Source: an optimization exercise on an open RTL-to-GDS flow (aim: small area). Production flows keep margins and buffers that such runs may drop. The RTL was checked by simulation tests, not by an equivalence proof against the original design. Power and IR drop assume default switching activity.

main:
## moldudp64
module moldudp64 #(
	parameter AXI_DATA_W  = 64,
	parameter AXI_KEEP_W  = 8,
	parameter SID_W       = 80,
	parameter SEQ_NUM_W   = 64,
	parameter ML_W        = 16,  
	parameter EOS_MSG_CNT = {ML_W{1'b1}}, 
	parameter OV_DATA_W  = 64-ML_W, 
	parameter OV_KEEP_W  = (OV_DATA_W/8), 
	parameter OV_KEEP_LW = 3  
)(
	input clk,
	input nreset,
	input                  udp_axis_tvalid_i,
	input [AXI_KEEP_W-1:0] udp_axis_tkeep_i,
	input [AXI_DATA_W-1:0] udp_axis_tdata_i,
	input                  udp_axis_tlast_i,
	input                  udp_axis_tuser_i,
	output                 udp_axis_tready_o,
	output logic                 miss_seq_num_v_o,
	output logic [SID_W-1:0]     miss_seq_num_sid_o,
	output logic [SEQ_NUM_W-1:0] miss_seq_num_start_o,	
	output logic [SEQ_NUM_W-1:0] miss_seq_num_cnt_o,
	output logic                 miss_sid_v_o,
	output logic [SID_W-1:0]     miss_sid_start_o,
	output logic [SEQ_NUM_W-1:0] miss_sid_seq_num_start_o,
	output logic [SID_W-1:0]     miss_sid_cnt_o,
	output logic [SEQ_NUM_W-1:0] miss_sid_seq_num_end_o,	
	output logic            flatlined_v_o,
	output [SID_W-1:0]      mold_msg_sid_o,
	output [SEQ_NUM_W-1:0]  mold_msg_seq_num_o,
	output                   mold_msg_v_o,
	output                   mold_msg_start_o,  
	output [AXI_KEEP_LW-1:0] mold_msg_len_o,
	output [AXI_DATA_W-1:0]  mold_msg_data_o, 
	output                   mold_msg_ov_v_o,
	output [OV_KEEP_LW-1:0]  mold_msg_ov_len_o,
	output [OV_DATA_W-1:0]   mold_msg_ov_data_o
);
localparam AXI_MSG_L   = $clog2( AXI_DATA_W / 8 );
localparam AXI_KEEP_LW = $clog2( AXI_KEEP_W ) + 1;
localparam DFF_DATA_W  = AXI_DATA_W - 8;  
localparam DFF_DATA_LW = $clog2( DFF_DATA_W );  
localparam DATA_DIF_W  = AXI_DATA_W - DFF_DATA_W;  
reg   [SID_W-1:0]     sid_q;
logic [SID_W-1:0]     sid_next;
reg   [SEQ_NUM_W-1:0] seq;
reg   [SEQ_NUM_W-1:0] seq_q;
logic [SEQ_NUM_W-1:0] seq_next;
logic [SEQ_NUM_W-1:0] seq_add;
logic                 seq_add_overflow;
logic                 seq_msb_en;
logic                 seq_lsb_en;
logic                 seq_en;
logic        init_sid_p0_v; 
logic [15:0] init_sid_p0;
logic        init_sid_p1_v;
logic [63:0] init_sid_p1;
logic        init_seq_num_p0_v;
logic [15:0] init_seq_num_p0;
  ...
Size: roughly 350 flip-flops, ~29000 µm² of cells after synthesis.
==> flow/config.mk <==
export PLATFORM = sky130hd
export DESIGN_NAME = moldudp64
export DESIGN_NICKNAME = moldudp64
export VERILOG_FILES = /design/flow/design.v
export SDC_FILE = /design/flow/constraint.sdc
export NUM_CORES = 4
export LEC_CHECK = 0
export ABC_AREA = 1
export CAP_MARGIN = 20
export CORE_MARGIN = 2
export CORE_UTILIZATION = 40
export CTS_BUF_LIST = sky130_fd_sc_hd__clkbuf_16
export CTS_CLUSTER_DIAMETER = 80
export CTS_CLUSTER_SIZE = 30
export SLEW_MARGIN = 20
==> flow/constraint.sdc <==
create_clock -name core_clock -period 8.0 [get_ports {clk}]
set_input_delay 1.6000 -clock core_clock [delete_from_list [all_inputs] [get_ports {clk}]]
set_output_delay 1.6000 -clock core_clock [all_outputs]
set_load 0.01 [all_outputs]
standard.sh (not shown) runs the stock make flow with config.mk's settings and CLKGATE_MAP_FILE= SYNTH_SCRIPT=/design/flow/synth_recipe.tcl, a recipe that flattens the netlist after the stock synthesis.
==> flow/flow/run.sh <==
#!/bin/bash
set -euo pipefail
export BUFFER_PORTS_ARGS="-buffer_cell sky130_fd_sc_hd__buf_1"
bash standard.sh > standard.log 2>&1
No stage failed in main, and the final checks on the layout all came back clean.
Changes in the feature branch relative to main:
# main
export LEC_CHECK = 0
export ABC_AREA = 1
export CAP_MARGIN = 20
export CORE_MARGIN = 2
export CORE_UTILIZATION = 40
export CTS_BUF_LIST = sky130_fd_sc_hd__clkbuf_16
export CTS_CLUSTER_DIAMETER = 80
export CTS_CLUSTER_SIZE = 30
export SLEW_MARGIN = 20
create_clock -name core_clock -period 8.0 [get_ports {clk}]
# the feature branch
export LEC_CHECK = 0
export ABC_AREA = 1
export CAP_MARGIN = 20
export CORE_MARGIN = 2
export CORE_UTILIZATION = 40
export CTS_BUF_LIST = sky130_fd_sc_hd__clkbuf_8
export CTS_CLUSTER_DIAMETER = 60
export CTS_CLUSTER_SIZE = 16
export SLEW_MARGIN = 20
create_clock -name core_clock -period 8.0 [get_ports {clk}]
==> summary.txt <==
- The feature branch finished every stage and its layout cleared the timing, design-rule and antenna checks.
- The final layout from main, which completed every stage, passed the timing, design-rule and antenna checks at the end of the flow.
- main has higher total power divided by cell area than the feature branch.
- The core utilization in the feature branch was higher than what main gave.
- Count of buffer and inverter cells on the critical path of the feature branch is on par with main.
- The feature branch: cell-internal power is about 0.56% higher than what main reported.
- Clock-buffer cell count in the feature branch vs main: up 48%
- Global-route wire length before repair across main and the feature branch: no real change.
- main → the feature branch: power attributed to the clock group fell about 3%, final critical-path share of the clock period about even.

* * *

old:
Another version of the RTL of moldudp64 (not shown whole).
Size in the first run: ~3700 cells after synthesis, about 350 flip-flops, roughly 840 I/O pins, ~0.028 mm2 of cells after synthesis.
clock: 8.0 ns
lec_check: 0
abc_area: 1
cap_margin: 10
core_margin: 2
core_utilization: 40
cts_buf_list: sky130_fd_sc_hd__clkbuf_16
cts_cluster_diameter: 80
cts_cluster_size: 30
setup_slack_margin: 0.1
slew_margin: 10
Scripts as last shown in full above: flow/flow/run.sh
old: all stages complete, timing, DRC and antenna checks passed
Modified inputs, new compared to old
- a change of CORE_UTILIZATION from 40 to 55
- a change of CAP_MARGIN from 10 to 20
- a change of SLEW_MARGIN from 10 to 20
Results
Looking at old and new, the gate count of the mapped netlist is a wash.
Compared with old, in new adder-cell area share of the yosys netlist barely changed; starting utilization of the core area rose 15 points.
new got as far as I/O pin placement (3_2_place_iop), where a tool error ended the run.

* * *

moldudp64 again, from the RTL that the note above started with.
Design moldudp64, start of the top module:
module moldudp64 #(
	parameter AXI_DATA_W  = 64,
	parameter AXI_KEEP_W  = 8,
	parameter SID_W       = 80,
	parameter SEQ_NUM_W   = 64,
	parameter ML_W        = 16,  
	parameter EOS_MSG_CNT = {ML_W{1'b1}}, 
	parameter OV_DATA_W  = 64-ML_W, 
	parameter OV_KEEP_W  = (OV_DATA_W/8), 
	parameter OV_KEEP_LW = 3  
)(
	input clk,
	input nreset,
	input                  udp_axis_tvalid_i,
	input [AXI_KEEP_W-1:0] udp_axis_tkeep_i,
	input [AXI_DATA_W-1:0] udp_axis_tdata_i,
	input                  udp_axis_tlast_i,
	input                  udp_axis_tuser_i,
	output                 udp_axis_tready_o,
	output logic                 miss_seq_num_v_o,
	output logic [SID_W-1:0]     miss_seq_num_sid_o,
	output logic [SEQ_NUM_W-1:0] miss_seq_num_start_o,	
	output logic [SEQ_NUM_W-1:0] miss_seq_num_cnt_o,
	output logic                 miss_sid_v_o,
	output logic [SID_W-1:0]     miss_sid_start_o,
	output logic [SEQ_NUM_W-1:0] miss_sid_seq_num_start_o,
	output logic [SID_W-1:0]     miss_sid_cnt_o,
	output logic [SEQ_NUM_W-1:0] miss_sid_seq_num_end_o,	
	output logic            flatlined_v_o,
	output [SID_W-1:0]      mold_msg_sid_o,
	output [SEQ_NUM_W-1:0]  mold_msg_seq_num_o,
	output                   mold_msg_v_o,
	output                   mold_msg_start_o,  
	output [AXI_KEEP_LW-1:0] mold_msg_len_o,
	output [AXI_DATA_W-1:0]  mold_msg_data_o, 
	output                   mold_msg_ov_v_o,
	output [OV_KEEP_LW-1:0]  mold_msg_ov_len_o,
	output [OV_DATA_W-1:0]   mold_msg_ov_data_o
);
export LEC_CHECK = 0
export ABC_AREA = 1
export CAP_MARGIN = 20
export CORE_MARGIN = 2
export CORE_UTILIZATION = 40
export CTS_BUF_LIST = sky130_fd_sc_hd__clkbuf_16
export CTS_CLUSTER_DIAMETER = 90
export CTS_CLUSTER_SIZE = 30
export PLACE_DENSITY = 0.75
export SETUP_SLACK_MARGIN = 0.1
export SLEW_MARGIN = 20
create_clock -name core_clock -period 8.0 [get_ports {clk}]
Scripts as last shown in full above: flow/flow/run.sh
The baseline completed without violations.
==> next run, changes <==
- CTS_CLUSTER_DIAMETER: 90 -> 80
=> Maximum frequency fell slightly; synthesized area is unchanged; worst setup slack loses 0.088 ns; via count is about the same; routed wire length fell slightly; global-route usage hardly moves.
==> next run, changes <==
- PLACE_DENSITY: 0.75 -> default
- SETUP_SLACK_MARGIN: 0.1 -> default
Effect: Sequential power stays flat; via count drops by 2.5%; setup slack is worse by 0.12 ns.
==> next run, changes <==
- SETUP_SLACK_MARGIN: default -> 0.1
The new run finished clean; combinational power hardly moves; die area stays the same; wire length hardly moves.

* * *

Another version of the RTL of moldudp64 (not shown whole).
For scale: ~840 I/O pins.
==> flow/config.mk <==
export PLATFORM = sky130hd
export DESIGN_NAME = moldudp64
export DESIGN_NICKNAME = moldudp64
export VERILOG_FILES = /design/flow/design.v
export SDC_FILE = /design/flow/constraint.sdc
export NUM_CORES = 4
export LEC_CHECK = 0
export ABC_AREA = 1
export CAP_MARGIN = 20
export CORE_MARGIN = 2
export CORE_UTILIZATION = 40
export CTS_BUF_LIST = sky130_fd_sc_hd__clkbuf_4 sky130_fd_sc_hd__clkbuf_8
export SLEW_MARGIN = 20
==> flow/constraint.sdc <==
create_clock -name core_clock -period 8.0 [get_ports {clk}]
set_input_delay 1.6000 -clock core_clock [delete_from_list [all_inputs] [get_ports {clk}]]
set_output_delay 1.6000 -clock core_clock [all_outputs]
set_load 0.01 [all_outputs]
Scripts as last shown in full above: flow/flow/run.sh
Edit:
--- a/flow/config.mk
+++ b/flow/config.mk
@@ -11,3 +11,5 @@
 export CORE_UTILIZATION = 40
-export CTS_BUF_LIST = sky130_fd_sc_hd__clkbuf_4 sky130_fd_sc_hd__clkbuf_8
+export CTS_BUF_LIST = sky130_fd_sc_hd__clkbuf_8
+export CTS_CLUSTER_DIAMETER = 60
+export CTS_CLUSTER_SIZE = 16
 export SLEW_MARGIN = 20
Final area came out lower by about 1.5%; routed wire length barely changes; count of clock-buffer cells in the layout came out lower by 66; clock skew came out higher by 0.0043 ns; via count came out lower by 0.34%; die area is unchanged.

==> static timing again, ports no longer ideal <==
How much do the figures lean on ideal ports? The routed layouts below were timed once more, with nothing changed but the port constraints.
Step 1 sets driving cells, clkbuf_16 on the clock port and buf_2 on the other inputs (assumed; they add their load-dependent delay and slew).
Step 2 times the ports against the registers' clock, not the clock port: input delays grow and output delays shrink by t, the midpoint of the rising clock arrivals with the driver on.
a / b / c = ideal / step 1 / step 2; a / b = the first two.
run | shift t [ns] | setup slack, ns | clock arrival spread, ns
main | 0.673 | 0.137 / 0.070 / -0.233 | 0.034 / 0.034
the feature branch | 0.684 | 0.133 / 0.070 / -0.153 | 0.070 / 0.070
old | 0.701 | 0.686 / 0.726 / 0.025 | 0.030 / 0.030
the first run of note 3 | 0.664 | 0.652 / 0.587 / 0.031 | 0.041 / 0.042
the second run of note 3 | 0.679 | 0.564 / 0.535 / -0.076 | 0.043 / 0.043
the third run of note 3 | 0.683 | 0.447 / 0.492 / -0.191 | 0.027 / 0.027
the fourth run of note 3 | 0.684 | 0.582 / 0.628 / -0.057 | 0.028 / 0.027
the first run of note 4 | 0.729 | 0.132 / 0.062 / 0.291 | 0.057 / 0.058
the second run of note 4 | 0.719 | 0.101 / 0.028 / 0.327 | 0.062 / 0.062
With both steps, setup timing fails in 5 of these runs, where it was met with ideal ports. The setup slack of old, which loses most, moves by +0.040 ns with the drivers and by -0.661 ns with both steps.
